What follows belongs to an exercise in optimizing a design on an open flow for small area, a short achievable clock period and few clock cycles; a production flow would make more cautious choices. Where RTL was checked, it was by simulation tests only, not by an equivalence proof against the original. Only the layout flow was run in runs 4 and 5; the RTL was not checked for function there. Power is estimated from default activity; no workload was simulated.

**design/flow/constraint.sdc**
```tcl
create_clock -name core_clock -period 5.0 [get_ports {clk}]
set_input_delay 1.0000 -clock core_clock [delete_from_list [all_inputs] [get_ports {clk}]]
set_output_delay 1.0000 -clock core_clock [all_outputs]
set_load 0.01 [all_outputs]
```
**design/flow/design.v**
```verilog
module circle(
     input  logic       clk,
     input  logic       rst_n,
     input  logic [2:0] colour,
     input  logic [7:0] centre_x,
     input  logic [6:0] centre_y,
     input  logic [7:0] radius,
     input  logic       start,
     output logic       done,
     output logic [7:0] vga_x,
     output logic [6:0] vga_y,
     output logic [2:0] vga_colour,
     output logic       vga_plot
     );
     logic              busy;
     logic              prime;    
     logic [7:0]        ox, oy;
     logic signed [9:0] c;        
     logic signed [8:0] e;        
     logic [7:0]        rem;      
     logic [7:0]        cxr;      
     logic [6:0]        cyr;
     wire signed [9:0] cx = {2'b00, cxr};
     wire signed [9:0] cy = {3'b000, cyr};
     wire signed [9:0] sx = {2'b00, ox};
     wire signed [9:0] sy = {2'b00, oy};
     wire signed [9:0] xa = cx + sx;    
     wire signed [9:0] xb = cx - sx;    
     wire signed [9:0] xc = cx + sy;    
     wire signed [9:0] xd = cx - sy;    
     wire signed [9:0] ya = cy + sy;    
     wire signed [9:0] yb = cy - sy;    
     wire signed [9:0] yc = cy + sx;    
     wire signed [9:0] yd = cy - sx;    
     wire       dec = !c[9];             
     wire       dx  = dec & !prime;
     wire       dy  = !prime;
     function automatic le(input logic [9:0] a, input logic [9:0] b);
          logic r;
          r = 1'b1;
          for (int i = 0; i < 10; i++)
               if (i == 9) r = (a[i] & !b[i]) | (r & !(!a[i] & b[i]));
               else        r = (!a[i] & b[i]) | (r & !(a[i] & !b[i]));
          le = r;
     endfunction
     wire vxa = dx ? le(xa, 10'd160) : le(xa, 10'd159);
     wire vxb = dx ? (le(-10'd1, xb) && le(xb, 10'd158)) : (!xb[9] && le(xb, 10'd159));
     wire vxc = dy ? le(xc, 10'd158) : le(xc, 10'd159);
     wire vxd = dy ? (le(10'd1, xd) && le(xd, 10'd160)) : (!xd[9] && le(xd, 10'd159));
     wire vya = dy ? le(ya, 10'd118) : le(ya, 10'd119);
     wire vyb = dy ? (le(10'd1, yb) && le(yb, 10'd120)) : (!yb[9] && le(yb, 10'd119));
     wire vyc = dx ? le(yc, 10'd120) : le(yc, 10'd119);
     wire vyd = dx ? (le(-10'd1, yd) && le(yd, 10'd118)) : (!yd[9] && le(yd, 10'd119));
     wire signed [8:0] e_n = prime ? e : e + (dec ? 9'sd2 : 9'sd1);
     wire       dg  = (e_n == 9'sd0);       
     wire       fin = !e_n[8] && !dg;       
     wire [7:0] vis = { vxc & vyd, vxa & vyb, vxd & vyd, vxb & vyb,
                        vxd & vyc, vxb & vya, vxc & vyc, vxa & vya };
     wire [7:0] dup = ({8{prime}} & 8'b1101_1000) | ({8{dg}} & 8'b1010_1010);
     wire [7:0] vis_n = vis & ~dup;
     wire [7:0] sel = rem & (~rem + 8'd1);
     wire       adv = (rem & (rem - 8'd1)) == 8'd0;
     logic [7:0] px;
     logic [6:0] py;
     always_comb begin
          px = 8'd0;
          py = 7'd0;
          if (sel[0] | sel[6]) px = px | xa[7:0];
          if (sel[2] | sel[4]) px = px | xb[7:0];
          if (sel[1] | sel[7]) px = px | xc[7:0];
          if (sel[3] | sel[5]) px = px | xd[7:0];
          if (sel[0] | sel[2]) py = py | ya[6:0];
          if (sel[4] | sel[6]) py = py | yb[6:0];
          if (sel[1] | sel[3]) py = py | yc[6:0];
          if (sel[5] | sel[7]) py = py | yd[6:0];
     end
     wire [9:0] cinc = dec ? ({e, 1'b0} + 10'sd5) : ({1'b0, oy, 1'b0} + 10'sd3);
     always_ff @(posedge clk) begin
          cxr        <= centre_x;
          cyr        <= centre_y;
          vga_colour <= colour;
          vga_x      <= px;
          vga_y      <= py;
          rem        <= !busy ? 8'd0 : adv ? vis_n : rem & ~sel;
          if (!rst_n) begin
               busy     <= 1'b0;
               done     <= 1'b0;
               vga_plot <= 1'b0;
          end else begin
               vga_plot <= busy & (|rem);
               if (busy) begin
                    if (adv) begin
                         prime <= 1'b0;
                         if (!prime) begin
                              oy <= oy + 8'd1;
                              if (dec) ox <= ox - 8'd1;
                              c  <= c + cinc;
                              e  <= e_n;
                         end
                         if (fin) begin
                              busy <= 1'b0;
                              done <= 1'b1;
                         end
                    end
               end else if (done) begin
                    if (!start) done <= 1'b0;
               end else if (start) begin
                    busy  <= 1'b1;
                    prime <= 1'b1;
                    ox    <= radius;
                    oy    <= 8'd0;
                    c     <= 10'd0 - {2'b00, radius};
                    e     <= 9'd0 - {1'b0, radius};
               end
          end
     end
endmodule
```
**design/flow/run.sh**
```bash
#!/bin/bash
# synth_recipe.tcl (not shown) runs the flow's synth.tcl, then flattens the netlist and writes it again
# the make line also repeats each setting of config.mk as NAME=value (left out here)
make -C /OpenROAD-flow-scripts/flow DESIGN_CONFIG=/design/flow/config.mk WORK_HOME=/design/flow/orfs CLKGATE_MAP_FILE= SYNTH_SCRIPT=/design/flow/synth_recipe.tcl finish
```
**design/flow/config.mk**
```make
export PLATFORM = sky130hd
export DESIGN_NAME = circle
export DESIGN_NICKNAME = circle
export VERILOG_FILES = /design/flow/design.v
export SDC_FILE = /design/flow/constraint.sdc
export NUM_CORES = 4
export LEC_CHECK = 0
export CAP_MARGIN = 20
export CORE_MARGIN = 2
export CORE_UTILIZATION = 40
export SETUP_SLACK_MARGIN = 1.0
export SLEW_MARGIN = 20
```
==> results.json, run 1 <==
{
  "layout-drive-gt1-share_pct": 4.60,
  "crit_chain": "clkinv_1 -> ha_1 -> a21oi_1 -> nand2b_1 -> nor2_1 -> a22o_1 -> o211ai_1 -> o21ai_2 -> a2111o_1 -> o31ai_2",
  "routed-via-count": 5839,
  "drt-initial-drc-count": 329,
  "relSlewSlack_pct": 40.8,
  "clock-root-buffer": "clkbuf_16",
  "die-area_um2": 18100,
  "synth_compound_area_share_pct": 22.6,
  "fin_crit_ps": 3210,
  "die_h_um": 135,
  "p_per_area_nw_per_um2": 293,
  "cts_buffers": 9,
  "worst-path-buf-inv": 1,
  "slowest_stage": "edfxtp_1",
  "r2r-start": "c[9]",
  "hold_buffers": 0,
  "pre_cts_ws_ps": 1810,
  "setup_ws_ps": 1790,
  "grt_pass1_wl_um": 29600,
  "crit_path_end_kind": "flop",
  "tightestPinTransition_ps": 887,
  "post_cts_resized": 0,
  "grt_usage_pct": 21.3,
  "critPathTopFamily": "compound AO/OA/AOI/OAI gates",
  "path_class": "flop to flop",
  "die_w_um": 135,
  "worstPathArrival_ps": 3480,
  "cts_sinks": 80,
  "setup_viol_count_final": 0,
  "wirelength_um": 18800,
  "cp.required_ps": 5270,
  "seqCellArea_um2": 1960,
  "ys_types": 75,
  "hold_path_class": "flop to flop",
  "nets": 935,
  "grt_pass1_vias": 5681,
  "portBuffers": 48,
  "synthSimpleGateAreaFrac_pct": 15.7,
  "synth_area_um2": 6830,
  "syn_nets": 899,
  "cts_tree": "built",
  "worst_path_largest_cell_delay_ps": 550,
  "routedWlPerCell_um": 18.0,
  "synth_mux_area_share_pct": 1.19,
  "timing.hold.ws_ps": 512,
  "initial_utilization_pct": 41.1,
  "startpoint": "c[9]",
  "syn_area_per_cell_um2": 8.70,
  "seq_area_frac_synth_pct": 28.7,
  "synth-edff-count": 36,
  "grt_overflow": 0,
  "row_count": 47,
  "critical_path.max_fanout": 11,
  "ys_warn_count": 1,
  "first_pass_iters": 5,
  "synth_xor_area_share_pct": 9.87,
  "num_antenna_cells": 0,
  "max_freq_ghz": 0.311,
  "multi_input_area_um2": 4510,
  "p_leak_nw": 3.22,
  "ys.flop_type": "dfxtp_1",
  "max-cap-violations": 0,
  "fin_crit_sh_pct": 64.3,
  "nFillCells": 1642,
  "clkLatencyLatePin_ps": 360,
  "areaGrowthSynthToFinish_pct": 14.2,
  "dp_hpwl_um": 15100,
  "hold_viol_final": 0,
  "final_util_pct": 46.9,
  "slew_violations": 0,
  "synthAdderAreaFrac_pct": 16.7,
  "htreeDepth": 3,
  "status": "finished clean",
  "place.gp.congestion": 0.940,
  "antenna_left": 0,
  "grt_setup_unrepaired": "false",
  "cts_max_path_buffers": 2,
  "ys_async_sr_fraction_pct": 0,
  "hold_start": "done",
  "fin_skew_ps": 12.2,
  "ios": 49,
  "post_cts_buffers": 0,
  "via_per_inst": 5.58,
  "drc_errors": 0,
  "synth_top_family_by_area": "compound AO/OA/AOI/OAI gates",
  "syn-instance-count": 785,
  "grt_max_degree": 50,
  "core_area_um2": 16600,
  "ir_worst_vdd_mv": 0.165,
  "final.setup.tns_ps": 0,
  "cp-start-kind": "flop",
  "ys_ff_latch": 80,
  "antenna_found_initial": 0,
  "path_clk_slew_ps": 70
}
worst paths after layout:
check,to,depth (start not counted),slack (ps)
hold reg to reg,done,2,510
setup reg to reg,rem[3],10,1790
hold / removal,done,2,510
setup / recovery,rem[3],10,1790
cells in the final DEF (no fill, tap or decap), types with 5 or more instances in the layout:
cell type	instances
nor2_1	80
ha_1	75
inv_1	62
a21oi_1	59
xnor2_1	54
clkdlybuf4s50_1	48
dfxtp_1	43
o21ai_0	42
edfxtp_1	36
nand2_1	34
xor2_1	23
a21o_1	23
nor3_1	21
nand3_1	18
nand2b_1	15
o21a_1	13
nor2b_1	11
o21bai_1	10
fa_1	10
clkbuf_16	9
a221oi_1	8
o22ai_1	7
a22oi_1	7
nand4_1	7
mux2i_1	7
o211ai_1	6
and3_1	5
nor4_1	5
routing by layer:
metal / up-vias / share of wire, % / wire, um / track usage (%)
li1: 2880 / - / - / -
met4: 0 / 2.6 / 480 / 7.49
met1: 2772 / 43 / 8120 / 26.1
met3: 30 / 5.0 / 945 / 4.43
met2: 157 / 49 / 9240 / 37.0
met5: - / 0 / 0 / 0
report_power, final:
group | internal [mW] | leakage, nW | switching [mW] | total (mW)
combinational | 0.336 | 2.37 | 0.429 | 0.765
clock | 0.399 | 0.150 | 0.309 | 0.708
sequential | 0.750 | 0.700 | 0.0627 | 0.813
kinds of logic (layout without fill, tap and decap cells):
| group | after synthesis | in the layout |
|---|---|---|
| buffers and inverters | 90 | 131 |
| and+or+nand+nor | 216 | 216 |
| adders and majority gates | 85 | 85 |
| AOI/OAI and AO/OA | 229 | 229 |
| xor gates and xnor gates | 77 | 77 |
| DFF | 80 | 80 |
| muxes | 8 | 8 |
worst reg2reg max path: stages (launching register included):
cell and delay [ps]:
edfxtp_1 550, clkinv_1 370, ha_1 400, a21oi_1 270
nand2b_1 300, nor2_1 80, a22o_1 230, o211ai_1 150
o21ai_2 130, a2111o_1 470, o31ai_2 180
cells in the mapped netlist, types with 5 or more instances:
cell	number	share of area, %
ha_1	75	14
o21bai_1	10	1.1
dfxtp_1	44	13
o22ai_1	7	0.64
nor2b_1	11	1.0
a22oi_1	7	0.77
and3_1	5	0.46
fa_1	10	2.9
o211ai_1	6	0.66
edfxtp_1	36	16
nand2_1	34	1.9
a21o_1	23	2.5
inv_1	62	3.4
nor2_1	80	4.4
nor4_1	5	0.46
nand2b_1	15	1.4
o21ai_0	42	3.1
a21oi_1	60	4.4
o21a_1	13	1.4
clkbuf_1	16	0.88
buf_2	7	0.51
xor2_1	23	2.9
nand4_1	7	0.64
nor3_1	21	1.5
xnor2_1	54	6.9
mux2i_1	7	1.0
nand3_1	18	1.3
a221oi_1	8	1.0
registers in the layout (all words and copies together), names as in the netlist:
signal      cells
vga_plot        1
busy            1
cxr             8
oy              8
vga_y           7
c              10
vga_x           8
done            1
rem             8
vga_colour      3
ox              8
cyr             7
e               9
prime           1
cell type report:
cell class | instances | share of cell area, %
clock buffers | 9 | 2.89
well taps | 220 | 3.53
repair buffers | 51 | 6.44
multi-input cells | 615 | 57.8
flip-flops and latches | 80 | 25.2
inverters | 64 | 3.08
clock inverters | 7 | 1.11
through the flow:
step,instances,power [mW],instance area (um2)
after floorplan,785,1.36,6830
after global placement,1030,1.58,7490
after detailed placement,1030,1.59,7490
after CTS,1046,2.30,7800
after global routing,1046,2.42,7800
final,1046,2.29,7800
Testbench counts, summed over its fixed seeds: cycles 121,943.
==> run 2, diff against run 1 <==
--- a/design/flow/config.mk
+++ b/design/flow/config.mk
@@ -8,5 +8,5 @@
 export CAP_MARGIN = 20
 export CORE_MARGIN = 2
 export CORE_UTILIZATION = 40
-export SETUP_SLACK_MARGIN = 1.0
+export SETUP_SLACK_MARGIN = 2.0
 export SLEW_MARGIN = 20
==> results.json, run 2 <==
{
  "rr_worst_depth": 11,
  "critical_path.max_fanout": 4,
  "synth_compound_area_share_pct": 22.6,
  "worstPathArrival_ps": 3150,
  "die-area_um2": 18100,
  "cp-start-kind": "flop",
  "total_power_mw": 2.29,
  "row_count": 47,
  "dp.cells": 1029,
  "grt_overflow": 0,
  "areaGrowthSynthToFinish_pct": 17.5,
  "path_clk_slew_ps": 70,
  "die_h_um": 135,
  "nFillCells": 1609,
  "die_w_um": 135,
  "max-cap-violations": 0,
  "synthSimpleGateAreaFrac_pct": 15.7,
  "synthTopCellsByCount": "nor2_1 (80), ha_1 (75), inv_1 (62)",
  "num_antenna_cells": 0,
  "routed-via-count": 5902,
  "ys_top_cells_by_area": "edfxtp_1 (16%), ha_1 (14%), dfxtp_1 (13%)",
  "fin_crit_sh_pct": 57.8,
  "cts_sinks": 80,
  "relSlewSlack_pct": 37.8,
  "cp.required_ps": 5250,
  "ys_ff_latch": 80,
  "fin_crit_ps": 2890,
  "grt_setup_unrepaired": "true",
  "drt-initial-drc-count": 301,
  "p_leak_nw": 3.32,
  "hold_viol_final": 0,
  "place.gp.congestion": 0.958,
  "fin_skew_ps": 11.1,
  "setup_viol_count_final": 0,
  "hold_path_class": "flop to flop",
  "ys.flop_type": "dfxtp_1",
  "largest_reg_flops": 10,
  "routedWlPerCell_um": 17.6,
  "ys_warn_count": 1,
  "grt_usage_pct": 21.4,
  "fin_cells": 1067,
  "tightestPinTransition_ps": 934,
  "crit_path_end_kind": "flop",
  "synth_area_um2": 6830,
  "clock-root-buffer": "clkbuf_16",
  "ios": 49,
  "final_common_cell": "nor2_1",
  "top_regs": "c: 10 flops, e: 9 flops",
  "antenna_left": 0,
  "initial_utilization_pct": 41.1,
  "antenna_found_initial": 0,
  "synth_top_area_share_pct": 15.8,
  "grt_pass1_vias": 5764,
  "first_pass_iters": 5,
  "wirelength_um": 18800,
  "yosysTopAreaCell": "edfxtp_1",
  "syn_nets": 899,
  "synth.most_common_cell": "nor2_1",
  "core_area_um2": 16600,
  "ys_async_sr_fraction_pct": 0,
  "htreeDepth": 3,
  "nets": 956,
  "synth-edff-count": 36,
  "top_register": "c",
  "status": "finished clean",
  "cts_buffers": 9,
  "grt_pass1_wl_um": 29800,
  "synthAdderAreaFrac_pct": 16.7,
  "ys_types": 75,
  "seq_area_frac_synth_pct": 28.7,
  "syn_area_per_cell_um2": 8.70,
  "via_per_inst": 5.53,
  "syn-instance-count": 785,
  "synth_xor_area_share_pct": 9.87,
  "dp_hpwl_um": 14900,
  "synth_mux_area_share_pct": 1.19,
  "layout-drive-gt1-share_pct": 9.09,
  "worstHoldPathCells": 2,
  "grt_max_degree": 50,
  "cts_max_path_buffers": 2,
  "ir_worst_vdd_mv": 0.213,
  "synth_top_family_by_area": "compound AO/OA/AOI/OAI gates",
  "most-common-layout-cells": "nor2_1 (79), ha_1 (74), inv_1 (60)",
  "clkLatencyLatePin_ps": 360,
  "cts_tree": "built",
  "drc_errors": 0,
  "final.setup.tns_ps": 0,
  "path_class": "flop to flop",
  "max_freq_ghz": 0.346,
  "portBuffers": 48,
  "p_per_area_nw_per_um2": 285,
  "slew_violations": 0
}
[run 2: cell types whose count changed in the layout (fill, tap and decap cells not counted), moves of 3 or more]
cell	previous run	this run
a21oi_1	59	56
buf_4	3	24
fa_1	10	7
fa_2	0	3
nor3_1	21	18
nor3_2	0	3
[run 2: layout make-up]
cell class | count | area (um2) | share of cell area (%)
Tap cell | 220 | 275 | 3.43
Inverter | 64 | 244 | 3.04
Clock inverter | 6 | 67.6 | 0.842
Timing Repair Buffer | 72 | 661 | 8.23
Clock buffer | 10 | 229 | 2.85
Multi-Input combinational cell | 615 | 4590 | 57.1
Sequential cell | 80 | 1960 | 24.5
[run 2: critical path: stages (launching register included)]
cell      delay, ps
edfxtp_1        380
buf_4           170
buf_4           130
ha_1            210
fa_1            450
nor2b_2         170
o31a_1          160
a21oi_1          70
or3_1           440
o311ai_1        300
nor3_2          100
a32o_1          200
[run 2: logic make-up (layout without fill, tap and decap cells)]
group	Yosys count	in the layout
fa+ha+maj	85	85
buf+inv	90	152
simple gates	216	216
compound gates	229	229
mux	8	8
xor+xnor	77	77
flops	80	80
[run 2: worst paths after layout]
kind	startpoint	endpoint	slack, ps
min	done	done	510
max	oy[0]	rem[4]	2110
max reg2reg	oy[0]	rem[4]	2110
min reg2reg	done	done	510
[run 2: per-layer routing]
layer  global-route usage [%]  vias to the layer above  share of wire (%)
li1                         -                     2924                  -
met1                     26.1                     2764                 43
met2                     36.6                      168                 48
met3                     4.24                       46                4.3
met4                     9.53                        0                4.2
met5                        0                        -                  0
[run 2: per-stage QoR]
stage | worst slack (ps) | hold WS, ps | area [um2] | util, %
finish | 2110 | 509 | 8030 | 48.2
global route | 1970 | 581 | 8030 | 48.2
CTS | 2020 | 517 | 7850 | 47.2
detailed placement | 1730 | 502 | 7490 | 45.0
global placement | 1740 | 522 | 7490 | 45.0
floorplan | 2110 | 513 | 6840 | -
[run 2: power breakdown]
part	internal, mW	total (mW)	leakage (nW)	switching, mW
Combinational	0.357	0.800	2.48	0.444
Sequential	0.750	0.806	0.700	0.0565
Clock	0.390	0.680	0.139	0.291
[run 2: what timing repair did]
item | 4_1_cts | 5_1_grt
pin swaps | 0 | 6
endpoints found under the setup margin | 21 | 23
buffers inserted | 7 | 15
hold buffers | 0 | 0
gates cloned | 0 | 0
gates resized for setup | 5 | 20
==> run 3, diff against run 2 <==
--- a/design/flow/config.mk
+++ b/design/flow/config.mk
@@ -7,6 +7,6 @@
 export LEC_CHECK = 0
 export CAP_MARGIN = 20
 export CORE_MARGIN = 2
-export CORE_UTILIZATION = 40
+export CORE_UTILIZATION = 60
 export SETUP_SLACK_MARGIN = 2.0
 export SLEW_MARGIN = 20
==> results.json, run 3 <==
{
  "status": "finished clean",
  "ys_async_sr_fraction_pct": 0,
  "areaGrowthSynthToFinish_pct": 15.5,
  "die_w_um": 111,
  "grt_overflow": 0,
  "core_area_um2": 11000,
  "routed-via-count": 6144,
  "synth_top_area_share_pct": 15.8,
  "critPathTopFamily": "compound AO/OA/AOI/OAI gates",
  "initial_utilization_pct": 62.2,
  "syn-instance-count": 785,
  "p_seq_share_pct": 35.3,
  "r2r_end": "rem[2]",
  "worst_path_largest_cell_delay_ps": 590,
  "antenna_left": 0,
  "drt-initial-drc-count": 517,
  "ys_types": 75,
  "hold_path_class": "flop to flop",
  "largest_reg_flops": 10,
  "cts_max_path_buffers": 2,
  "worstPathArrival_ps": 3270,
  "p_leak_nw": 3.30,
  "most-common-layout-cells": "nor2_1 (80), ha_1 (72), inv_1 (61)",
  "final_common_cell": "nor2_1",
  "cp-start-kind": "flop",
  "timing.hold.ws_ps": 508,
  "htreeDepth": 3,
  "ys_top_cells_by_area": "edfxtp_1 (16%), ha_1 (14%), dfxtp_1 (13%)",
  "synthTopCellsByCount": "nor2_1 (80), ha_1 (75), inv_1 (62)",
  "clock-root-buffer": "clkbuf_16",
  "path_class": "flop to flop",
  "first_pass_iters": 5,
  "startpoint": "ox[0]",
  "p_sw_uw": 795,
  "comb_power_share_pct": 35.7,
  "nets": 952,
  "grt_setup_unrepaired": "true",
  "grt_usage_pct": 31.2,
  "die-area_um2": 12300,
  "top_register": "c",
  "ios": 49,
  "cp.depth": 10,
  "critical_path.max_fanout": 7,
  "crit_path_end_kind": "flop",
  "swShare_pct": 34.7,
  "rr_worst_depth": 10,
  "yosysTopAreaCell": "edfxtp_1",
  "cp.required_ps": 5300,
  "row_count": 38,
  "ys.flop_type": "dfxtp_1",
  "path_clk_slew_ps": 60,
  "synth.most_common_cell": "nor2_1",
  "slew_violations": 0,
  "place.gp.congestion": 1.05,
  "dp.cells": 949,
  "path_common_cell": "nand2b_1",
  "tightestPinTransition_ps": 858,
  "synth-edff-count": 36,
  "hold_buffers": 0,
  "antenna_found_initial": 0,
  "cts_tree": "built",
  "final.setup.tns_ps": 0,
  "ir_worst_vdd_mv": 0.314,
  "clkLatencyLatePin_ps": 350,
  "grt_pass1_vias": 5971,
  "cts_buffers": 9,
  "fin_skew_ps": 8.20,
  "total_power_mw": 2.29,
  "dp_hpwl_um": 14900,
  "r2r_setup_slack_ps": 2030,
  "final_util_pct": 71.9,
  "via_per_inst": 6.25,
  "ys_warn_count": 1,
  "max_freq_ghz": 0.337,
  "relSlewSlack_pct": 42.2,
  "hold_viol_final": 0,
  "fin_crit_ps": 2970,
  "worst-path-buf-inv": 0,
  "grt_pass1_wl_um": 30200,
  "max-cap-violations": 0,
  "top_regs": "c: 10 flops, e: 9 flops",
  "portBuffers": 48,
  "cts_sinks": 80,
  "power.share.clock_pct": 29.0,
  "routedWlPerCell_um": 19.8,
  "fin_cells": 983,
  "drc_errors": 0,
  "endpoint": "rem[2]",
  "ys_ff_latch": 80,
  "wirelength_um": 19500,
  "layout-drive-gt1-share_pct": 8.42,
  "p_per_area_nw_per_um2": 290,
  "synth_area_um2": 6830,
  "r2r-start": "ox[0]",
  "p_int_mw": 1.50,
  "setup_viol_count_final": 0,
  "seq_area_frac_synth_pct": 28.7,
  "slowest_stage": "edfxtp_1",
  "syn_area_per_cell_um2": 8.70,
  "syn_nets": 899,
  "fin_crit_sh_pct": 59.4,
  "grt_max_degree": 50,
  "num_antenna_cells": 0,
  "crit_chain": "ha_2 -> fa_1 -> nand2b_1 -> a21oi_2 -> o21ai_0 -> nand2b_1 -> xnor2_1 -> o31a_1 -> mux2i_2 -> a2bb2o_1",
  "die_h_um": 111
}
## run 3: logic make-up after synthesis
| kind of cell | after synthesis | share of synthesized area (%) |
|---|---|---|
| buf+inv | 90 | 5.31 |
| mux | 8 | 1.19 |
| flops | 80 | 28.7 |
| fa+ha+maj | 85 | 16.7 |
| compound gates | 229 | 22.6 |
| simple gates | 216 | 15.7 |
| xor+xnor | 77 | 9.87 |
## run 3: power groups by stage
stage,Combinational (mW),Clock (mW),Sequential (mW)
after floorplan,0.547,0,0.810
after global placement,0.736,0,0.826
after detailed placement,0.754,0,0.828
after CTS,0.769,0.678,0.811
after global routing,0.891,0.700,0.814
final,0.819,0.664,0.809
## run 3: what timing repair did
| item | in CTS | in global routing |
|---|---|---|
| setup buffers | 5 | 13 |
| pin swaps | 0 | 1 |
| endpoints found under the setup margin | 7 | 11 |
| gates resized for setup | 1 | 21 |
## run 3: cell type report
class | instances | area [um2]
Sequential cell | 80 | 1960
Timing Repair Buffer | 68 | 631
Clock buffer | 10 | 229
Inverter | 64 | 241
Fill cell | 844 | 3090
Multi-Input combinational cell | 615 | 4590
Tap cell | 140 | 175
Clock inverter | 6 | 68.8
## run 3: worst register-to-register path, delay by kind of cell, from the launching register on
kind / cells / cell delay, ps
compound gates: 4 / 850
fa+ha+maj: 2 / 720
flops: 1 / 590
simple gates: 2 / 370
mux: 1 / 230
xor+xnor: 1 / 160
## run 3: per-layer routing
metal	GRT usage, %	share of wire (%)
met5	0	0
met2	50.6	47
met1	38.2	40
met3	6.29	7.4
met4	18.9	5.6
## run 3: worst min-delay path by stage
stage	slack, ps	start	cells after the start	end
4_1_cts	500	done	2	done
3_3_place_gp	480	done	2	done
2_1_floorplan	510	rem[5]	2	rem[5]
5_1_grt	550	done	2	done
6_report	510	done	2	done
3_5_place_dp	490	done	2	done
## run 3: per-stage QoR
step / setup WS (ps) / instance area (um2)
finish: 2030 / 7900
floorplan: 2110 / 6840
global placement: 1990 / 7380
global route: 1960 / 7900
detailed placement: 1860 / 7380
CTS: 2010 / 7720
==> run 4, diff against run 3 <==
--- a/design/flow/design.v
+++ b/design/flow/design.v
@@ -51,15 +51,20 @@
      wire vyb = dy ? (le(10'd1, yb) && le(yb, 10'd120)) : (!yb[9] && le(yb, 10'd119));
      wire vyc = dx ? le(yc, 10'd120) : le(yc, 10'd119);
      wire vyd = dx ? (le(-10'd1, yd) && le(yd, 10'd118)) : (!yd[9] && le(yd, 10'd119));
-     wire signed [8:0] e_n = prime ? e : e + (dec ? 9'sd2 : 9'sd1);
-     wire       dg  = (e_n == 9'sd0);       
-     wire       fin = !e_n[8] && !dg;       
+     wire signed [8:0] e_n = e + {7'd0, dec, !dec};
+     wire       em1 = (e == 9'h1ff);        
+     wire       em2 = (e == 9'h1fe);        
+     wire       dg  = prime ? (e == 9'd0) : dec ? em2 : em1;
+     wire       fin = !prime && (dec ? (!e[8] || em1) : !e[8]);
      wire [7:0] vis = { vxc & vyd, vxa & vyb, vxd & vyd, vxb & vyb,
                         vxd & vyc, vxb & vya, vxc & vyc, vxa & vya };
      wire [7:0] dup = ({8{prime}} & 8'b1101_1000) | ({8{dg}} & 8'b1010_1010);
      wire [7:0] vis_n = vis & ~dup;
-     wire [7:0] sel = rem & (~rem + 8'd1);
-     wire       adv = (rem & (rem - 8'd1)) == 8'd0;
+     logic [7:0] sel;
+     always_comb
+          for (int i = 0; i < 8; i++)
+               sel[i] = rem[i] && (i == 0 || (rem & ((8'd1 << i) - 8'd1)) == 8'd0);
+     wire       adv = (rem & ~sel) == 8'd0;
      logic [7:0] px;
      logic [6:0] py;
      always_comb begin
@@ -74,7 +79,13 @@
           if (sel[1] | sel[3]) py = py | yc[6:0];
           if (sel[5] | sel[7]) py = py | yd[6:0];
      end
+     wire       stp  = busy & adv & !prime;         
+     wire       load = !busy & !done & start;
      wire [9:0] cinc = dec ? ({e, 1'b0} + 10'sd5) : ({1'b0, oy, 1'b0} + 10'sd3);
+     wire [7:0] ox_n = ox - {7'd0, stp & dec};
+     wire [7:0] oy_n = oy + {7'd0, stp};
+     wire [9:0] c_n  = c + (stp ? cinc : 10'd0);
+     wire [8:0] e_s  = e + {7'd0, stp & dec, stp & !dec};
      always_ff @(posedge clk) begin
           cxr        <= centre_x;
           cyr        <= centre_y;
@@ -82,6 +93,10 @@
           vga_x      <= px;
           vga_y      <= py;
           rem        <= !busy ? 8'd0 : adv ? vis_n : rem & ~sel;
+          ox         <= load ? radius : ox_n;
+          oy         <= load ? 8'd0 : oy_n;
+          c          <= load ? 10'd0 - {2'b00, radius} : c_n;
+          e          <= load ? 9'd0 - {1'b0, radius} : e_s;
           if (!rst_n) begin
                busy     <= 1'b0;
                done     <= 1'b0;
@@ -91,12 +106,6 @@
                if (busy) begin
                     if (adv) begin
                          prime <= 1'b0;
-                         if (!prime) begin
-                              oy <= oy + 8'd1;
-                              if (dec) ox <= ox - 8'd1;
-                              c  <= c + cinc;
-                              e  <= e_n;
-                         end
                          if (fin) begin
                               busy <= 1'b0;
                               done <= 1'b1;
@@ -107,10 +116,6 @@
                end else if (start) begin
                     busy  <= 1'b1;
                     prime <= 1'b1;
-                    ox    <= radius;
-                    oy    <= 8'd0;
-                    c     <= 10'd0 - {2'b00, radius};
-                    e     <= 9'd0 - {1'b0, radius};
                end
           end
      end
--- a/design/flow/config.mk
+++ b/design/flow/config.mk
@@ -7,6 +7,6 @@
 export LEC_CHECK = 0
 export CAP_MARGIN = 20
 export CORE_MARGIN = 2
-export CORE_UTILIZATION = 60
+export CORE_UTILIZATION = 40
 export SETUP_SLACK_MARGIN = 2.0
 export SLEW_MARGIN = 20
==> results.json, run 4 <==
{
  "status": "finished clean",
  "areaGrowthSynthToFinish_pct": 22.2,
  "cp-start-kind": "flop",
  "die-area_um2": 17400,
  "p_int_mw": 1.63,
  "antenna_left": 0,
  "cts_max_path_buffers": 2,
  "syn_area_per_cell_um2": 8.09,
  "comb_power_share_pct": 42.5,
  "multi_input_area_um2": 4840,
  "ys_async_sr_fraction_pct": 0,
  "max-cap-violations": 0,
  "grt_usage_pct": 23.3,
  "core_area_um2": 15900,
  "max_freq_ghz": 0.334,
  "routed-via-count": 6211,
  "largest_reg_flops": 10,
  "cts_buffers": 9,
  "power.share.clock_pct": 24.6,
  "grt_overflow": 0,
  "relSlewSlack_pct": 36.2,
  "crit_path_end_kind": "flop",
  "final.setup.tns_ps": 0,
  "nFillCells": 1580,
  "worstHoldPathCells": 2,
  "clkLatencyLatePin_ps": 360,
  "cts_sinks": 80,
  "final_common_cell": "nor2_1",
  "slowest_stage": "dfxtp_4",
  "via_per_inst": 5.69,
  "antenna_found_initial": 0,
  "critPathTopFamily": "compound AO/OA/AOI/OAI gates",
  "path_class": "flop to flop",
  "wirelength_um": 20400,
  "cp.required_ps": 5280,
  "first_pass_iters": 4,
  "path_clk_slew_ps": 70,
  "p_per_area_nw_per_um2": 339,
  "path_common_cell": "or3_4",
  "ys_warn_count": 1,
  "initial_utilization_pct": 41.0,
  "worstPathArrival_ps": 3270,
  "synth.most_common_cell": "dfxtp_1",
  "p_leak_nw": 3.13,
  "crit_chain": "ha_4 -> fa_2 -> nor2b_4 -> or3_4 -> a2111o_1 -> mux2_2 -> o32a_1 -> or3_4 -> o32ai_2",
  "ir_worst_vdd_mv": 0.222,
  "drt-initial-drc-count": 474,
  "grt_max_degree": 25,
  "layout-drive-gt1-share_pct": 14.4,
  "cts_tree": "built",
  "grt_pass1_vias": 5890,
  "fin_crit_sh_pct": 59.8,
  "most-common-layout-cells": "nor2_1 (76), ha_1 (68), dfxtp_1 (60)",
  "synth-edff-count": 1,
  "critical_path.max_fanout": 5,
  "rr_worst_depth": 9,
  "fin_crit_ps": 2990,
  "grt_setup_unrepaired": "true",
  "setup_viol_count_final": 0,
  "htreeDepth": 3,
  "portBuffers": 48,
  "routedWlPerCell_um": 18.7,
  "ys.flop_type": "dfxtp_1",
  "seqCellArea_um2": 1660,
  "die_h_um": 132,
  "top_regs": "c: 10 flops, e: 9 flops",
  "syn_nets": 926,
  "ys_top_cells_by_area": "dfxtp_1 (24%), ha_1 (15%), xnor2_1 (6.8%)",
  "hold_path_class": "flop to flop",
  "grt_pass1_wl_um": 31700,
  "nets": 988,
  "num_antenna_cells": 0,
  "worst-path-buf-inv": 0,
  "ys_types": 69,
  "top_register": "c",
  "synthTopCellsByCount": "dfxtp_1 (79), ha_1 (78), nor2_1 (76)",
  "synth_top_area_share_pct": 24.2,
  "synth_area_um2": 6540,
  "yosysTopAreaCell": "dfxtp_1",
  "syn-instance-count": 809,
  "fin_skew_ps": 9.95,
  "drc_errors": 0,
  "ys_ff_latch": 80,
  "slew_violations": 0,
  "die_w_um": 132,
  "cp.depth": 9,
  "dp_hpwl_um": 15500,
  "swShare_pct": 39.7,
  "clock-root-buffer": "clkbuf_16",
  "place.gp.congestion": 0.922,
  "row_count": 46,
  "hold_buffers": 0,
  "p_seq_share_pct": 32.9,
  "ios": 49,
  "hold_viol_final": 0,
  "worst_path_largest_cell_delay_ps": 390,
  "timing.hold.ws_ps": 519,
  "p_sw_mw": 1.07,
  "seq_area_frac_synth_pct": 24.6,
  "tightestPinTransition_ps": 958
}
run 4: changes by cell type after synthesis, sizes merged, moves of 5 or more:
cell / delta
edfxtp: -35
nor2: -5
inv: -10
o21ai: +18
dfxtp: +35
a21o: -20
nor3: -6
a21oi: -6
nand2: +22
clkbuf: +8
mux2i: -7
run 4: cells by family (layout without fill, tap and decap cells):
kind of cell / count (synthesis) / after routing / synth area share (%)
mux: 1 / 1 / 0.172
fa+ha+maj: 88 / 88 / 18.0
compound gates: 239 / 239 / 23.9
xor+xnor: 76 / 76 / 10.2
buf+inv: 82 / 149 / 4.88
flops: 80 / 80 / 24.6
simple gates: 243 / 243 / 18.3
run 4: power by group through the flow:
stage	clock network, mW	logic [mW]	registers (mW)
floorplan	0	0.733	0.856
global route	0.708	1.26	0.904
detailed placement	0	1.05	0.897
CTS	0.679	1.09	0.883
global placement	0	1.05	0.895
finish	0.666	1.15	0.889
run 4: metal layers:
layer  share of wire [%]  GRT usage, %  wire (um)
met5                   0             0          0
met4                 5.2          13.2       1070
met3                 6.0          4.50       1230
met2                  44          36.1       9040
met1                  44          30.3       9080
run 4: worst register-to-register path, stage by stage, from the launching register on:
cell and delay [ps]:
dfxtp_4 390, ha_4 180, fa_2 330, nor2b_4 140
or3_4 340, a2111o_1 360, mux2_2 260, o32a_1 320
or3_4 390, o32ai_2 190
run 4: final timing paths:
| check | from | end | slack [ps] |
|---|---|---|---|
| worst max-delay path | oy[0] | rem[2] | 2010 |
| worst min-delay path | done | done | 520 |
| worst max register to register | oy[0] | rem[2] | 2010 |
| worst min register to register | done | done | 520 |
run 4: area by class of cell:
| cell class | count | area share, % |
|---|---|---|
| Clock inverter | 6 | 0.657 |
| Sequential cell | 80 | 20.7 |
| Inverter | 52 | 2.57 |
| Clock buffer | 10 | 2.99 |
| Timing Repair Buffer | 81 | 9.11 |
| Tap cell | 216 | 3.38 |
| Multi-Input combinational cell | 647 | 60.6 |
run 4: metrics by stage:
| step | area [um2] | total power [mW] | cells | utilization [%] | setup slack (ps) |
|---|---|---|---|---|---|
| 3_5_place_dp | 7220 | 1.94 | 1046 | 45.3 | 1370 |
| 3_3_place_gp | 7220 | 1.94 | 1046 | 45.3 | 1430 |
| 4_1_cts | 7760 | 2.66 | 1077 | 48.7 | 1990 |
| 5_1_grt | 7990 | 2.87 | 1092 | 50.1 | 1850 |
| 2_1_floorplan | 6600 | 1.59 | 809 | - | 1950 |
| 6_report | 7990 | 2.71 | 1092 | 50.1 | 2010 |
run 4: repair_timing:
item,4_1_cts,5_1_grt
pin swaps,7,19
buffers inserted,15,15
endpoints found under the setup margin,15,12
gates resized for setup,47,35
==> run 5, diff against run 4 <==
--- a/design/flow/design.v
+++ b/design/flow/design.v
@@ -81,10 +81,11 @@
      end
      wire       stp  = busy & adv & !prime;         
      wire       load = !busy & !done & start;
-     wire [9:0] cinc = dec ? ({e, 1'b0} + 10'sd5) : ({1'b0, oy, 1'b0} + 10'sd3);
+     wire [9:0] c_d = c + {e, 1'b1} + 10'd4;           
+     wire [9:0] c_s = c + {1'b0, oy, 1'b1} + 10'd2;    
      wire [7:0] ox_n = ox - {7'd0, stp & dec};
      wire [7:0] oy_n = oy + {7'd0, stp};
-     wire [9:0] c_n  = c + (stp ? cinc : 10'd0);
+     wire [9:0] c_n  = !stp ? c : dec ? c_d : c_s;
      wire [8:0] e_s  = e + {7'd0, stp & dec, stp & !dec};
      always_ff @(posedge clk) begin
           cxr        <= centre_x;
==> results.json, run 5 <==
{
  "hold_path_class": "flop to flop",
  "nets": 1058,
  "synthTopCellsByCount": "ha_1 (99), nor2_1 (82), dfxtp_1 (69)",
  "path_common_cell": "o31a_1",
  "synth_top_area_share_pct": 19.1,
  "grt_pass1_vias": 6134,
  "path_class": "flop to flop",
  "path_clk_slew_ps": 60,
  "cts_buffers": 9,
  "p_seq_share_pct": 30.0,
  "ios": 49,
  "wirelength_um": 21400,
  "yosysTopAreaCell": "dfxtp_1",
  "drc_errors": 0,
  "cts_tree": "built",
  "grt_setup_unrepaired": "true",
  "dp_hpwl_um": 17000,
  "place.gp.congestion": 0.964,
  "nFillCells": 1750,
  "dp.cells": 1134,
  "comb_power_share_pct": 48.2,
  "routedWlPerCell_um": 18.6,
  "synth_area_um2": 7220,
  "p_int_mw": 1.80,
  "ys_top_cells_by_area": "dfxtp_1 (19%), ha_1 (17%), xnor2_1 (4.9%)",
  "final_util_pct": 46.7,
  "final.setup.tns_ps": 0,
  "post_dp_cell_area_um2": 7890,
  "slew_violations": 0,
  "setup_viol_count_final": 0,
  "via_per_inst": 5.71,
  "tightestPinTransition_ps": 756,
  "ys_async_sr_fraction_pct": 0,
  "final_cell_area_um2": 8340,
  "initial_utilization_pct": 40.5,
  "htreeDepth": 3,
  "areaGrowthSynthToFinish_pct": 15.5,
  "drt-initial-drc-count": 602,
  "final_common_cell": "ha_1",
  "ir_worst_vdd_mv": 0.299,
  "worstPathArrival_ps": 3200,
  "relSlewSlack_pct": 49.2,
  "crit_path_end_kind": "flop",
  "fin_skew_ps": 10.2,
  "p_sw_mw": 1.23,
  "seq_area_frac_synth_pct": 23.7,
  "ys_warn_count": 1,
  "power.share.clock_pct": 21.7,
  "synth-edff-count": 11,
  "syn_nets": 1021,
  "synth.most_common_cell": "ha_1",
  "antenna_found_initial": 0,
  "first_pass_iters": 5,
  "most-common-layout-cells": "ha_1 (92), nor2_1 (82), inv_1 (65)",
  "cts_max_path_buffers": 2,
  "fin_cells": 1154,
  "timing.hold.ws_ps": 557,
  "antenna_left": 0,
  "grt_pass1_wl_um": 33600,
  "fin_crit_sh_pct": 59.7,
  "syn_area_per_cell_um2": 8.17,
  "max-cap-violations": 0,
  "die_w_um": 138,
  "top_register": "c",
  "max_freq_ghz": 0.335,
  "clkLatencyLatePin_ps": 360,
  "grt_overflow": 0,
  "clock-root-buffer": "clkbuf_16",
  "die_h_um": 138,
  "fin_crit_ps": 2990,
  "slowest_stage": "ha_1",
  "grt_max_degree": 32,
  "cp.required_ps": 5220,
  "p_per_area_nw_per_um2": 363,
  "num_antenna_cells": 0,
  "grt_usage_pct": 22.1,
  "largest_reg_flops": 10,
  "layout-drive-gt1-share_pct": 7.03,
  "hold_viol_final": 0,
  "ys_types": 72,
  "die-area_um2": 19100,
  "critical_path.max_fanout": 9,
  "crit_chain": "inv_1 -> ha_1 -> o21a_1 -> o31a_1 -> o31a_1 -> or4_1 -> and2_1 -> a222oi_1 -> nand2_1",
  "core_area_um2": 17800,
  "status": "finished clean",
  "ys.flop_type": "dfxtp_1",
  "cts_sinks": 80,
  "ys_ff_latch": 80,
  "hold_buffers": 0,
  "row_count": 49,
  "syn-instance-count": 883,
  "worst_path_largest_cell_delay_ps": 460,
  "portBuffers": 48,
  "top_regs": "c: 10 flops, e: 9 flops",
  "cp-start-kind": "flop",
  "swShare_pct": 40.7,
  "p_leak_nw": 3.43,
  "routed-via-count": 6587
}
==> run 5: cell types whose count changed in the layout (fill, tap and decap cells not counted), sizes merged, moves of 7 or more <==
cell    before  now
nand2       56   49
buf         33    6
xnor2       51   40
a211oi       6   13
dfxtp       79   69
ha          78   99
inv         52   65
edfxtp       1   11
nor3        16   32
and3         1    9
nor4         7   14
==> run 5: cells by family (layout without fill, tap and decap cells) <==
group,count (synthesis),count (layout),share of synthesized area (%)
AOI/OAI and AO/OA,246,246,22.9
xor gates and xnor gates,65,65,7.89
adders and majority gates,110,110,20.1
buffers and inverters,94,136,5.10
DFF,80,80,23.7
muxes,3,3,0.433
and+or+nand+nor,285,285,19.9
==> run 5: power by group through the flow <==
| stage | combinational, mW | sequential, mW | clock [mW] |
|---|---|---|---|
| detailed placement | 1.40 | 0.917 | 0 |
| global route | 1.62 | 0.924 | 0.698 |
| CTS | 1.42 | 0.905 | 0.670 |
| floorplan | 1.02 | 0.872 | 0 |
| finish | 1.46 | 0.909 | 0.658 |
| global placement | 1.39 | 0.918 | 0 |
==> run 5: cell type report <==
| cell class | count | area [um2] | area share [%] |
|---|---|---|---|
| multi-input combinational | 709 | 5250 | 63.0 |
| sequential | 80 | 1730 | 20.8 |
| timing repair buffer | 54 | 526 | 6.30 |
| tap | 229 | 287 | 3.44 |
| inverter | 66 | 251 | 3.02 |
| clock buffer | 10 | 250 | 3.00 |
| clock inverter | 6 | 42.5 | 0.510 |
==> run 5: timing repair <==
action / 4_1_cts / 5_1_grt
gates resized for setup: 13 / 28
pin swaps: 0 / 3
setup buffers: 2 / 2
gates cloned: 0 / 0
endpoints found under the setup margin: 11 / 15
==> run 5: layer usage <==
metal	share of wire (%)	wire, um	vias up	track usage (%)
li1	-	-	3286	-
met1	48	10300	3076	31.0
met2	44	9520	191	34.3
met3	4.5	953	34	3.26
met4	3.0	643	0	8.59
met5	0	0	-	0
==> run 5: worst paths after layout <==
path,slack (ps),startpoint,cells past startpoint,end
hold reg to reg,560,done,2,done
setup reg to reg,2010,ox[2],9,vga_x[7]
setup / recovery,2010,ox[2],9,vga_x[7]
hold / removal,560,done,2,done
==> run 5: critical path, delay by kind of cell, from the launching register on <==
| kind | cells | cell delay [ps] |
|---|---|---|
| AOI/OAI and AO/OA | 4 | 1000 |
| and+or+nand+nor | 3 | 790 |
| adders and majority gates | 1 | 460 |
| DFF | 1 | 430 |
| buffers and inverters | 1 | 160 |
==> run 5: per-stage QoR <==
stage / total power, mW / setup slack [ps]
4_1_cts: 3.00 / 2000
6_report: 3.03 / 2010
3_5_place_dp: 2.32 / 1850
5_1_grt: 3.24 / 1950
3_3_place_gp: 2.31 / 1850
2_1_floorplan: 1.89 / 2190
==> run 6, diff against run 5 <==
--- a/design/flow/design.v
+++ b/design/flow/design.v
@@ -16,7 +16,7 @@
      logic              prime;    
      logic [7:0]        ox, oy;
      logic signed [9:0] c;        
-     logic signed [8:0] e;        
+     logic [9:0]        e5;       
      logic [7:0]        rem;      
      logic [7:0]        cxr;      
      logic [6:0]        cyr;
@@ -51,11 +51,11 @@
      wire vyb = dy ? (le(10'd1, yb) && le(yb, 10'd120)) : (!yb[9] && le(yb, 10'd119));
      wire vyc = dx ? le(yc, 10'd120) : le(yc, 10'd119);
      wire vyd = dx ? (le(-10'd1, yd) && le(yd, 10'd118)) : (!yd[9] && le(yd, 10'd119));
-     wire signed [8:0] e_n = e + {7'd0, dec, !dec};
-     wire       em1 = (e == 9'h1ff);        
-     wire       em2 = (e == 9'h1fe);        
-     wire       dg  = prime ? (e == 9'd0) : dec ? em2 : em1;
-     wire       fin = !prime && (dec ? (!e[8] || em1) : !e[8]);
+     wire       em1 = (e5 == 10'd3);        
+     wire       em2 = (e5 == 10'd1);        
+     wire       eneg = e5[9] || e5 < 10'd5;   
+     wire       dg  = prime ? (e5 == 10'd5) : dec ? em2 : em1;
+     wire       fin = !prime && (dec ? (!eneg || em1) : !eneg);
      wire [7:0] vis = { vxc & vyd, vxa & vyb, vxd & vyd, vxb & vyb,
                         vxd & vyc, vxb & vya, vxc & vyc, vxa & vya };
      wire [7:0] dup = ({8{prime}} & 8'b1101_1000) | ({8{dg}} & 8'b1010_1010);
@@ -81,12 +81,13 @@
      end
      wire       stp  = busy & adv & !prime;         
      wire       load = !busy & !done & start;
-     wire [9:0] c_d = c + {e, 1'b1} + 10'd4;           
-     wire [9:0] c_s = c + {1'b0, oy, 1'b1} + 10'd2;    
+     wire [7:0] oy1 = oy + 8'd1;
+     wire [9:0] c_d = c + e5;                   
+     wire [9:0] c_s = c + {1'b0, oy1, 1'b1};    
      wire [7:0] ox_n = ox - {7'd0, stp & dec};
      wire [7:0] oy_n = oy + {7'd0, stp};
      wire [9:0] c_n  = !stp ? c : dec ? c_d : c_s;
-     wire [8:0] e_s  = e + {7'd0, stp & dec, stp & !dec};
+     wire [9:0] e_s  = e5 + {7'd0, stp & dec, stp & !dec, 1'b0};
      always_ff @(posedge clk) begin
           cxr        <= centre_x;
           cyr        <= centre_y;
@@ -97,7 +98,7 @@
           ox         <= load ? radius : ox_n;
           oy         <= load ? 8'd0 : oy_n;
           c          <= load ? 10'd0 - {2'b00, radius} : c_n;
-          e          <= load ? 9'd0 - {1'b0, radius} : e_s;
+          e5         <= load ? 10'd5 - {2'b00, radius, 1'b0} : e_s;
           if (!rst_n) begin
                busy     <= 1'b0;
                done     <= 1'b0;
==> results.json, run 6 <==
{
  "most-common-layout-cells": "nor2_1 (82), ha_1 (76), dfxtp_1 (62)",
  "syn_area_per_cell_um2": 8.10,
  "total_power_mw": 2.62,
  "cts_max_path_buffers": 2,
  "synth_top_area_share_pct": 20.0,
  "synth_top_family_by_area": "compound AO/OA/AOI/OAI gates",
  "path_class": "flop to flop",
  "final_common_cell": "nor2_1",
  "ys_warn_count": 1,
  "die-area_um2": 18300,
  "routedWlPerCell_um": 18.2,
  "power.share.clock_pct": 26.1,
  "max_freq_ghz": 0.348,
  "synth_compound_area_share_pct": 21.6,
  "p_seq_share_pct": 33.3,
  "cp.required_ps": 5270,
  "syn_nets": 966,
  "worstHoldPathCells": 2,
  "status": "finished clean",
  "critical_path.max_fanout": 10,
  "fin_skew_ps": 8.10,
  "ios": 49,
  "ys_top_cells_by_area": "dfxtp_1 (20%), ha_1 (14%), xnor2_1 (6.1%)",
  "top_regs": "c: 10 flops, e5: 9 flops",
  "routed-via-count": 6341,
  "seqCellArea_um2": 1720,
  "worstPathArrival_ps": 3150,
  "clkLatencyLatePin_ps": 360,
  "p_int_mw": 1.62,
  "num_antenna_cells": 0,
  "r2r-start": "oy[3]",
  "hold_viol_final": 0,
  "grt_max_degree": 48,
  "die_w_um": 135,
  "dp_hpwl_um": 15900,
  "hold_buffers": 0,
  "r2r_end": "rem[5]",
  "drc_errors": 0,
  "cts_tree": "built",
  "wirelength_um": 20200,
  "fin_cells": 1109,
  "drt-initial-drc-count": 491,
  "die_h_um": 135,
  "row_count": 48,
  "hold_start": "done",
  "portBuffers": 48,
  "cts_sinks": 80,
  "setup_viol_count_final": 0,
  "seq_area_frac_synth_pct": 24.8,
  "crit_path_end_kind": "flop",
  "hold_path_class": "flop to flop",
  "nets": 994,
  "syn-instance-count": 851,
  "synth_xor_area_share_pct": 10.2,
  "ys_ff_latch": 80,
  "max-cap-violations": 0,
  "clock-root-buffer": "clkbuf_16",
  "ys_async_sr_fraction_pct": 0,
  "grt_overflow": 0,
  "swShare_pct": 38.0,
  "areaGrowthSynthToFinish_pct": 14.1,
  "p_leak_nw": 3.11,
  "rr_worst_depth": 9,
  "relSlewSlack_pct": 55.1,
  "place.gp.congestion": 0.907,
  "ys.flop_type": "dfxtp_1",
  "antenna_left": 0,
  "synth_area_um2": 6890,
  "cp-start-kind": "flop",
  "initial_utilization_pct": 40.4,
  "synth_mux_area_share_pct": 0.581,
  "largest_reg_flops": 10,
  "synthSimpleGateAreaFrac_pct": 21.3,
  "synthAdderAreaFrac_pct": 16.7,
  "antenna_found_initial": 0,
  "comb_power_share_pct": 40.7,
  "cts_buffers": 9,
  "grt_pass1_vias": 5824,
  "top_register": "c",
  "yosysTopAreaCell": "dfxtp_1",
  "slew_violations": 0,
  "via_per_inst": 5.72,
  "fin_crit_ps": 2870,
  "fin_crit_sh_pct": 57.4,
  "grt_usage_pct": 22.5,
  "p_per_area_nw_per_um2": 333,
  "holdPathEnd": "done",
  "path_clk_slew_ps": 70,
  "ir_worst_vdd_mv": 0.200,
  "htreeDepth": 3,
  "dp.cells": 1091,
  "grt_pass1_wl_um": 31700,
  "layout-drive-gt1-share_pct": 4.86,
  "synth-edff-count": 11,
  "synth.most_common_cell": "nor2_1",
  "core_area_um2": 17100,
  "nFillCells": 1709,
  "r2r_setup_slack_ps": 2130,
  "multi_input_area_um2": 4870,
  "grt_setup_unrepaired": "true",
  "pre_cts_ws_ps": 1910,
  "p_sw_uw": 995,
  "ys_types": 72,
  "first_pass_iters": 5,
  "final.setup.tns_ps": 0,
  "synthTopCellsByCount": "nor2_1 (82), ha_1 (77), dfxtp_1 (69)",
  "setup_ws_ps": 2130,
  "tightestPinTransition_ps": 671
}
## run 6: cell count changes in the layout (fill, tap and decap cells not counted), sizes merged, moves of 9 or more
cell | before | now
a221oi | 1 | 11
ha | 99 | 77
inv | 65 | 50
nand2 | 49 | 58
or2 | 1 | 11
## run 6: area by class of cell
type | instances | area share, %
clock buffer | 9 | 2.86
clock inverter | 7 | 0.906
inverter | 50 | 2.43
multi-input combinational | 687 | 61.9
sequential | 80 | 21.9
tap | 225 | 3.58
timing repair buffer | 51 | 6.39
## run 6: layer usage
layer  global-route usage [%]  share of wire, %  routed length [um]  vias up
li1                         -                 -                   -     3122
met1                     30.3                46                9310     3000
met2                     36.5                46                9370      186
met3                     4.41               5.0                1000       33
met4                     7.00               2.4                 490        0
met5                        0                 0                   0        -
## run 6: worst max-delay path by stage
| stage | start | to | slack (ps) | cells after the start |
|---|---|---|---|---|
| 5_1_grt | ox[1] | rem[7] | 1920 | 9 |
| 3_5_place_dp | oy[1] | c[8] | 1910 | 10 |
| 3_3_place_gp | oy[1] | c[8] | 1950 | 10 |
| 6_report | oy[3] | rem[5] | 2130 | 9 |
| 4_1_cts | oy[2] | rem[5] | 2040 | 9 |
| 2_1_floorplan | oy[1] | c[8] | 2230 | 10 |
## run 6: power by group through the flow
stage | Clock [mW] | Sequential, mW | Combinational, mW
3_3_place_gp | 0 | 0.884 | 1.03
5_1_grt | 0.723 | 0.883 | 1.17
6_report | 0.682 | 0.871 | 1.06
3_5_place_dp | 0 | 0.884 | 1.03
4_1_cts | 0.700 | 0.868 | 1.04
2_1_floorplan | 0 | 0.854 | 0.731
## run 6: cell families (layout without fill, tap and decap cells)
| group | Yosys count | count (layout) |
|---|---|---|
| AO/OA/AOI/OAI | 225 | 225 |
| XOR/XNOR | 80 | 80 |
| AND/OR/NAND/NOR | 291 | 291 |
| adder cells (fa/ha/maj) | 87 | 87 |
| multiplexers | 4 | 4 |
| flip-flops | 80 | 80 |
| buffers and inverters | 84 | 117 |
## run 6: worst max-delay path, stage by stage, from the launching register on
cell	delay, ps
dfxtp_1	510
inv_1	240
ha_1	490
o21ai_1	180
a21oi_1	70
o311a_1	320
nor3_1	440
or3_1	210
mux2i_2	100
o31ai_1	230
## run 6: what timing repair did
item                       4_1_cts  5_1_grt
setup endpoints to repair        2        9
setup buffers                    1        1
gates resized for setup          1       15
## run 6: through the flow
stage                     utilization (%)  cell area (um2)  hold WS (ps)
after floorplan                         -             6890           491
after global placement               44.1             7520           507
after detailed placement             44.1             7520           524
after CTS                            45.9             7830           533
after global routing                 46.1             7870           559
final                                46.1             7870           523
Testbench counts of run 6, summed over its fixed seeds: cycles 121,943.
==> run 7, diff against run 6 <==
--- a/design/flow/config.mk
+++ b/design/flow/config.mk
@@ -5,8 +5,8 @@
 export SDC_FILE = /design/flow/constraint.sdc
 export NUM_CORES = 4
 export LEC_CHECK = 0
-export CAP_MARGIN = 20
+export CAP_MARGIN = 0
 export CORE_MARGIN = 2
 export CORE_UTILIZATION = 40
 export SETUP_SLACK_MARGIN = 2.0
-export SLEW_MARGIN = 20
+export SLEW_MARGIN = 0
==> results.json, run 7 <==
{
  "drc_errors": 0,
  "ys_async_sr_fraction_pct": 0,
  "top_regs": "c: 10 flops, e5: 9 flops",
  "cp-start-kind": "flop",
  "synth-edff-count": 11,
  "antenna_left": 0,
  "ys_top_cells_by_area": "dfxtp_1 (20%), ha_1 (14%), xnor2_1 (6.1%)",
  "largest_reg_flops": 10,
  "wirelength_um": 20200,
  "cts_sinks": 80,
  "total_power_mw": 2.62,
  "seq_area_frac_synth_pct": 24.8,
  "die_w_um": 135,
  "synth_top_family_by_area": "compound AO/OA/AOI/OAI gates",
  "synthAdderAreaFrac_pct": 16.7,
  "ys_warn_count": 1,
  "most-common-layout-cells": "nor2_1 (82), ha_1 (76), dfxtp_1 (62)",
  "status": "finished clean",
  "slew_violations": 0,
  "setup_ws_ps": 2130,
  "relSlewSlack_pct": 55.1,
  "fin_skew_ps": 8.10,
  "routed-via-count": 6341,
  "final_common_cell": "nor2_1",
  "dp.cells": 1091,
  "cts_max_path_buffers": 2,
  "tightestPinTransition_ps": 671,
  "die_h_um": 135,
  "synthSimpleGateAreaFrac_pct": 21.3,
  "path_class": "flop to flop",
  "synth_mux_area_share_pct": 0.581,
  "fin_crit_sh_pct": 57.4,
  "grt_pass1_wl_um": 31700,
  "drt-initial-drc-count": 491,
  "crit_chain": "inv_1 -> ha_1 -> o21ai_1 -> a21oi_1 -> o311a_1 -> nor3_1 -> or3_1 -> mux2i_2 -> o31ai_1",
  "layout-drive-gt1-share_pct": 4.86,
  "synth_top_area_share_pct": 20.0,
  "row_count": 48,
  "grt_usage_pct": 22.5,
  "cp.required_ps": 5270,
  "ys.flop_type": "dfxtp_1",
  "max-cap-violations": 0,
  "fin_cells": 1109,
  "hold_viol_final": 0,
  "num_antenna_cells": 0,
  "worst_path_largest_cell_delay_ps": 510,
  "synth_compound_area_share_pct": 21.6,
  "clkLatencyLatePin_ps": 360,
  "slowest_stage": "dfxtp_1",
  "die-area_um2": 18300,
  "yosysTopAreaCell": "dfxtp_1",
  "fin_crit_ps": 2870,
  "path_clk_slew_ps": 70,
  "ios": 49,
  "worstPathArrival_ps": 3150,
  "place.gp.congestion": 0.907,
  "final_util_pct": 46.1,
  "critPathTopFamily": "compound AO/OA/AOI/OAI gates",
  "ys_ff_latch": 80,
  "final.setup.tns_ps": 0,
  "top_register": "c",
  "cts_tree": "built",
  "nets": 994,
  "grt_max_degree": 48,
  "core_area_um2": 17100,
  "via_per_inst": 5.72,
  "areaGrowthSynthToFinish_pct": 14.1,
  "synth.most_common_cell": "nor2_1",
  "synth_area_um2": 6890,
  "antenna_found_initial": 0,
  "syn_nets": 966,
  "clock-root-buffer": "clkbuf_16",
  "ys_types": 72,
  "initial_utilization_pct": 40.4,
  "routedWlPerCell_um": 18.2,
  "p_per_area_nw_per_um2": 333,
  "htreeDepth": 3,
  "max_freq_ghz": 0.348,
  "crit_path_end_kind": "flop",
  "setup_viol_count_final": 0,
  "hold_path_class": "flop to flop",
  "portBuffers": 48,
  "first_pass_iters": 5,
  "syn_area_per_cell_um2": 8.10,
  "p_leak_nw": 3.11,
  "syn-instance-count": 851,
  "grt_setup_unrepaired": "true",
  "pre_cts_ws_ps": 1910,
  "dp_hpwl_um": 15900,
  "grt_overflow": 0,
  "critical_path.max_fanout": 10,
  "cts_buffers": 9,
  "grt_pass1_vias": 5824,
  "ir_worst_vdd_mv": 0.200,
  "worst-path-buf-inv": 1,
  "nFillCells": 1709,
  "synthTopCellsByCount": "nor2_1 (82), ha_1 (77), dfxtp_1 (69)",
  "synth_xor_area_share_pct": 10.2
}
-- run 7: path summary, 6_finish.rpt --
kind         start     end  slack, ps  cells after the start
min reg2reg   done    done        520                      2
max          oy[3]  rem[5]       2130                      9
min           done    done        520                      2
max reg2reg  oy[3]  rem[5]       2130                      9
-- run 7: cells by family after synthesis --
group,after synthesis
and+or+nand+nor,291
AOI/OAI and AO/OA,225
adders and majority gates,87
buffers and inverters,84
xor gates and xnor gates,80
DFF,80
muxes,4
-- run 7: repair_timing --
item / 4_1_cts / 5_1_grt
hold buffers: 0 / 0
endpoints found under the setup margin: 2 / 9
buffers inserted: 1 / 1
gates resized for setup: 1 / 15
-- run 7: worst register-to-register path: stages (launching register included) --
cell     delay [ps]
dfxtp_1         510
inv_1           240
ha_1            490
o21ai_1         180
a21oi_1          70
o311a_1         320
nor3_1          440
or3_1           210
mux2i_2         100
o31ai_1         240
-- run 7: layer usage --
metal	GRT usage [%]	up-vias	routed length (um)
met2	36.5	186	9370
met5	0	-	0
met4	7.00	0	490
li1	-	3122	-
met3	4.41	33	1000
met1	30.3	3000	9310
-- run 7: cell type report --
cell class	instances	area, um2	area share [%]
clock buffers	9	225	2.86
clock inverters	7	71.3	0.906
inverters	50	191	2.43
multi-input cells	687	4870	61.9
flip-flops and latches	80	1720	21.9
well taps	225	282	3.58
repair buffers	51	503	6.39
-- run 7: power breakdown --
part / leakage [nW] / total [mW] / switching (mW) / internal, mW
Clock: 0.141 / 0.682 / 0.295 / 0.387
Sequential: 0.678 / 0.871 / 0.109 / 0.762
Combinational: 2.29 / 1.06 / 0.591 / 0.473
Total: 3.11 / 2.62 / 0.995 / 1.62
-- run 7: per-stage QoR --
step | area (um2) | hold WS, ps
floorplan | 6890 | 491
global placement | 7520 | 507
detailed placement | 7520 | 524
CTS | 7830 | 533
global route | 7870 | 559
finish | 7870 | 523
==> run 8, diff against run 7 <==
==> design/flow/config.mk (replaced) <==
export PLATFORM = sky130hd
export DESIGN_NAME = circle
export DESIGN_NICKNAME = circle
export VERILOG_FILES = /design/flow/design.v
export SDC_FILE = /design/flow/constraint.sdc
export NUM_CORES = 4
export LEC_CHECK = 0
export CAP_MARGIN = 20
export CORE_MARGIN = 2
export CORE_UTILIZATION = 40
export SETUP_SLACK_MARGIN = 2.2
export SLEW_MARGIN = 20
==> results.json, run 8 <==
{
  "status": "finished clean",
  "drt-initial-drc-count": 505,
  "seq_area_frac_synth_pct": 24.8,
  "rr_worst_depth": 8,
  "path_clk_slew_ps": 70,
  "ys_warn_count": 1,
  "hold_path_class": "flop to flop",
  "top_regs": "c: 10 flops, e5: 9 flops",
  "grt_util_met3_pct": 4.53,
  "synth_top_area_share_pct": 20.0,
  "layout-drive-gt1-share_pct": 8.21,
  "synthTopCellsByCount": "nor2_1 (82), ha_1 (77), dfxtp_1 (69)",
  "setup_viol_count_final": 0,
  "ios": 49,
  "num_antenna_cells": 0,
  "clock-root-buffer": "clkbuf_16",
  "nets": 999,
  "grt_max_degree": 48,
  "relSlewSlack_pct": 55.3,
  "wirelength_um": 20400,
  "fin_crit_sh_pct": 54.1,
  "die_w_um": 135,
  "htreeDepth": 3,
  "portBuffers": 48,
  "dp.cells": 1091,
  "antenna_left": 0,
  "max_freq_ghz": 0.370,
  "routedWlPerCell_um": 18.3,
  "clkLatencyLatePin_ps": 360,
  "met2_usage_pct": 36.7,
  "antenna_found_initial": 0,
  "areaGrowthSynthToFinish_pct": 16.2,
  "grt_overflow": 0,
  "ir_worst_vdd_mv": 0.201,
  "slew_violations": 0,
  "grt_usage_pct": 22.6,
  "dp_hpwl_um": 15900,
  "pre_cts_ws_ps": 1910,
  "syn_nets": 966,
  "cp.depth": 8,
  "top_register": "c",
  "r2r_end": "rem[6]",
  "die-area_um2": 18300,
  "cts_buffers": 9,
  "place.gp.congestion": 0.907,
  "grt-busiest-layer": "met2",
  "cp.required_ps": 5220,
  "gr-usage-met1_pct": 30.2,
  "cts_max_path_buffers": 2,
  "ys.flop_type": "dfxtp_1",
  "synth.most_common_cell": "nor2_1",
  "tightestPinTransition_ps": 669,
  "initial_utilization_pct": 40.4,
  "yosysTopAreaCell": "dfxtp_1",
  "ys_ff_latch": 80,
  "p_leak_nw": 3.14,
  "startpoint": "oy[4]",
  "fin_skew_ps": 8.48,
  "core_area_um2": 17100,
  "syn_area_per_cell_um2": 8.10,
  "routed-via-count": 6309,
  "worstPathArrival_ps": 2930,
  "first_pass_iters": 7,
  "row_count": 48,
  "cp-start-kind": "flop",
  "setup_ws_ps": 2300,
  "synth_area_um2": 6890,
  "most-common-layout-cells": "nor2_1 (82), ha_1 (71), nand2_1 (57)",
  "ys_async_sr_fraction_pct": 0,
  "cts_sinks": 80,
  "nFillCells": 1700,
  "syn-instance-count": 851,
  "cts_tree": "built",
  "r2r_setup_slack_ps": 2300,
  "ys_top_cells_by_area": "dfxtp_1 (20%), ha_1 (14%), xnor2_1 (6.1%)",
  "path_class": "flop to flop",
  "max-cap-violations": 0,
  "timing.hold.ws_ps": 525,
  "critical_path.max_fanout": 8,
  "fin_cells": 1114,
  "largest_reg_flops": 10,
  "slowest_stage": "dfxtp_1",
  "drc_errors": 0,
  "p_per_area_nw_per_um2": 331,
  "via_per_inst": 5.66,
  "worst-path-buf-inv": 1,
  "hold_viol_final": 0,
  "final_common_cell": "nor2_1",
  "fin_crit_ps": 2700,
  "synth-edff-count": 11,
  "grt_pass1_wl_um": 31800,
  "r2r-start": "oy[4]",
  "final.setup.tns_ps": 0,
  "crit_path_end_kind": "flop",
  "critPathTopFamily": "simple AND/OR/NAND/NOR gates",
  "ys_types": 72,
  "die_h_um": 135,
  "worst_path_largest_cell_delay_ps": 470,
  "endpoint": "rem[6]",
  "crit_chain": "inv_1 -> ha_1 -> and3_1 -> nor4_1 -> xnor2_1 -> or3_1 -> nand3_1 -> o22ai_1",
  "grt_pass1_vias": 5875,
  "grt_setup_unrepaired": "true"
}
run 8: cell count changes in the layout (fill, tap and decap cells not counted), sizes merged:
cell	change
buf	+5
clkinvlp	-1
inv	+1
run 8: power breakdown:
| group | switching, mW | internal, mW |
|---|---|---|
| sequential | 0.107 | 0.762 |
| clock | 0.294 | 0.387 |
| combinational | 0.611 | 0.488 |
run 8: what timing repair did:
item	CTS	global route
setup endpoints to repair	11	16
setup buffers	4	3
hold buffers	0	0
pin swaps	0	1
resized for setup	13	33
run 8: kinds of logic (layout without fill, tap and decap cells):
family	count (synthesis)	count (layout)	synth area share [%]
flops	80	80	24.8
fa+ha+maj	87	87	16.7
mux	4	4	0.581
compound gates	225	225	21.6
simple gates	291	291	21.3
buf+inv	84	122	4.83
xor+xnor	80	80	10.2
run 8: worst reg2reg max path, stage by stage, from the launching register on:
cell,delay (ps)
dfxtp_1,470
inv_1,230
ha_1,460
and3_1,240
nor4_1,390
xnor2_1,170
or3_1,360
nand3_1,150
o22ai_1,90
run 8: per-layer routing:
layer  wire, um  vias to the layer above  part of all wire, %
met5          0                        -                    0
met4        532                        0                  2.6
met3       1090                       35                  5.4
met2       9480                      182                   46
met1       9290                     2965                   46
li1           -                     3127                    -
run 8: worst min-delay path by stage:
stage | end | slack (ps) | startpoint | depth (start not counted)
after detailed placement | done | 520 | done | 2
after CTS | done | 530 | done | 2
after global placement | done | 510 | done | 2
after global routing | done | 560 | done | 2
after floorplan | vga_plot | 490 | rem[7] | 2
final | done | 520 | done | 2
run 8: area by class of cell:
type | instances | area [um2] | share of cell area [%]
clock inverter | 7 | 71.3 | 0.890
inverter | 50 | 188 | 2.34
multi-input combinational | 687 | 4970 | 62.0
tap | 225 | 282 | 3.52
clock buffer | 9 | 225 | 2.81
timing repair buffer | 56 | 541 | 6.75
sequential | 80 | 1740 | 21.7
run 8: through the flow:
| step | util (%) | total power, mW | cell area, um2 |
|---|---|---|---|
| floorplan | - | 1.59 | 6890 |
| global placement | 44.1 | 1.92 | 7520 |
| detailed placement | 44.1 | 1.92 | 7520 |
| CTS | 46.2 | 2.62 | 7880 |
| global route | 47.0 | 2.81 | 8010 |
| finish | 47.0 | 2.65 | 8010 |

port drivers added, routing unchanged:
The results above use ideal ports. As a check the final layouts listed here were re-extracted and re-timed, cells and wires unchanged. Step 1 (the two cells are an assumption about what drives the block):
set clk [get_ports {clk}]
set_driving_cell -lib_cell sky130_fd_sc_hd__clkbuf_16 $clk
set_driving_cell -lib_cell sky130_fd_sc_hd__buf_2 [delete_from_list [all_inputs] $clk]
Step 2, shift: input delay + t, output delay - t, t = (earliest + latest rising clock arrival at the registers) / 2. This alone moves slack from input paths to output paths. Three values: ideal ports, drivers, drivers and shift; two values: the first two.
run	t, ns	slack for setup (ns)	slew at the worst register clock pin (ns)	worst slew at a driven data input, ns
run 1	0.395	1.786 / 1.786 / 1.786	0.07 / 0.07	0.04
run 2	0.396	2.109 / 2.109 / 2.102	0.07 / 0.07	0.03
run 3	0.386	2.028 / 2.028 / 2.028	0.06 / 0.06	0.04
run 4	0.400	2.010 / 2.010 / 2.010	0.07 / 0.07	0.04
run 5	0.401	2.014 / 2.014 / 1.873	0.07 / 0.07	0.03
run 6	0.399	2.128 / 2.128 / 2.035	0.07 / 0.07	0.04
run 7	0.399	2.128 / 2.128 / 2.035	0.07 / 0.07	0.04
run 8	0.398	2.297 / 2.297 / 2.037	0.07 / 0.07	0.04
After both steps setup and hold are still met in every run listed. For run 8, which loses most, drivers alone change the setup slack by 0.000 ns; drivers and shift together by -0.260 ns.
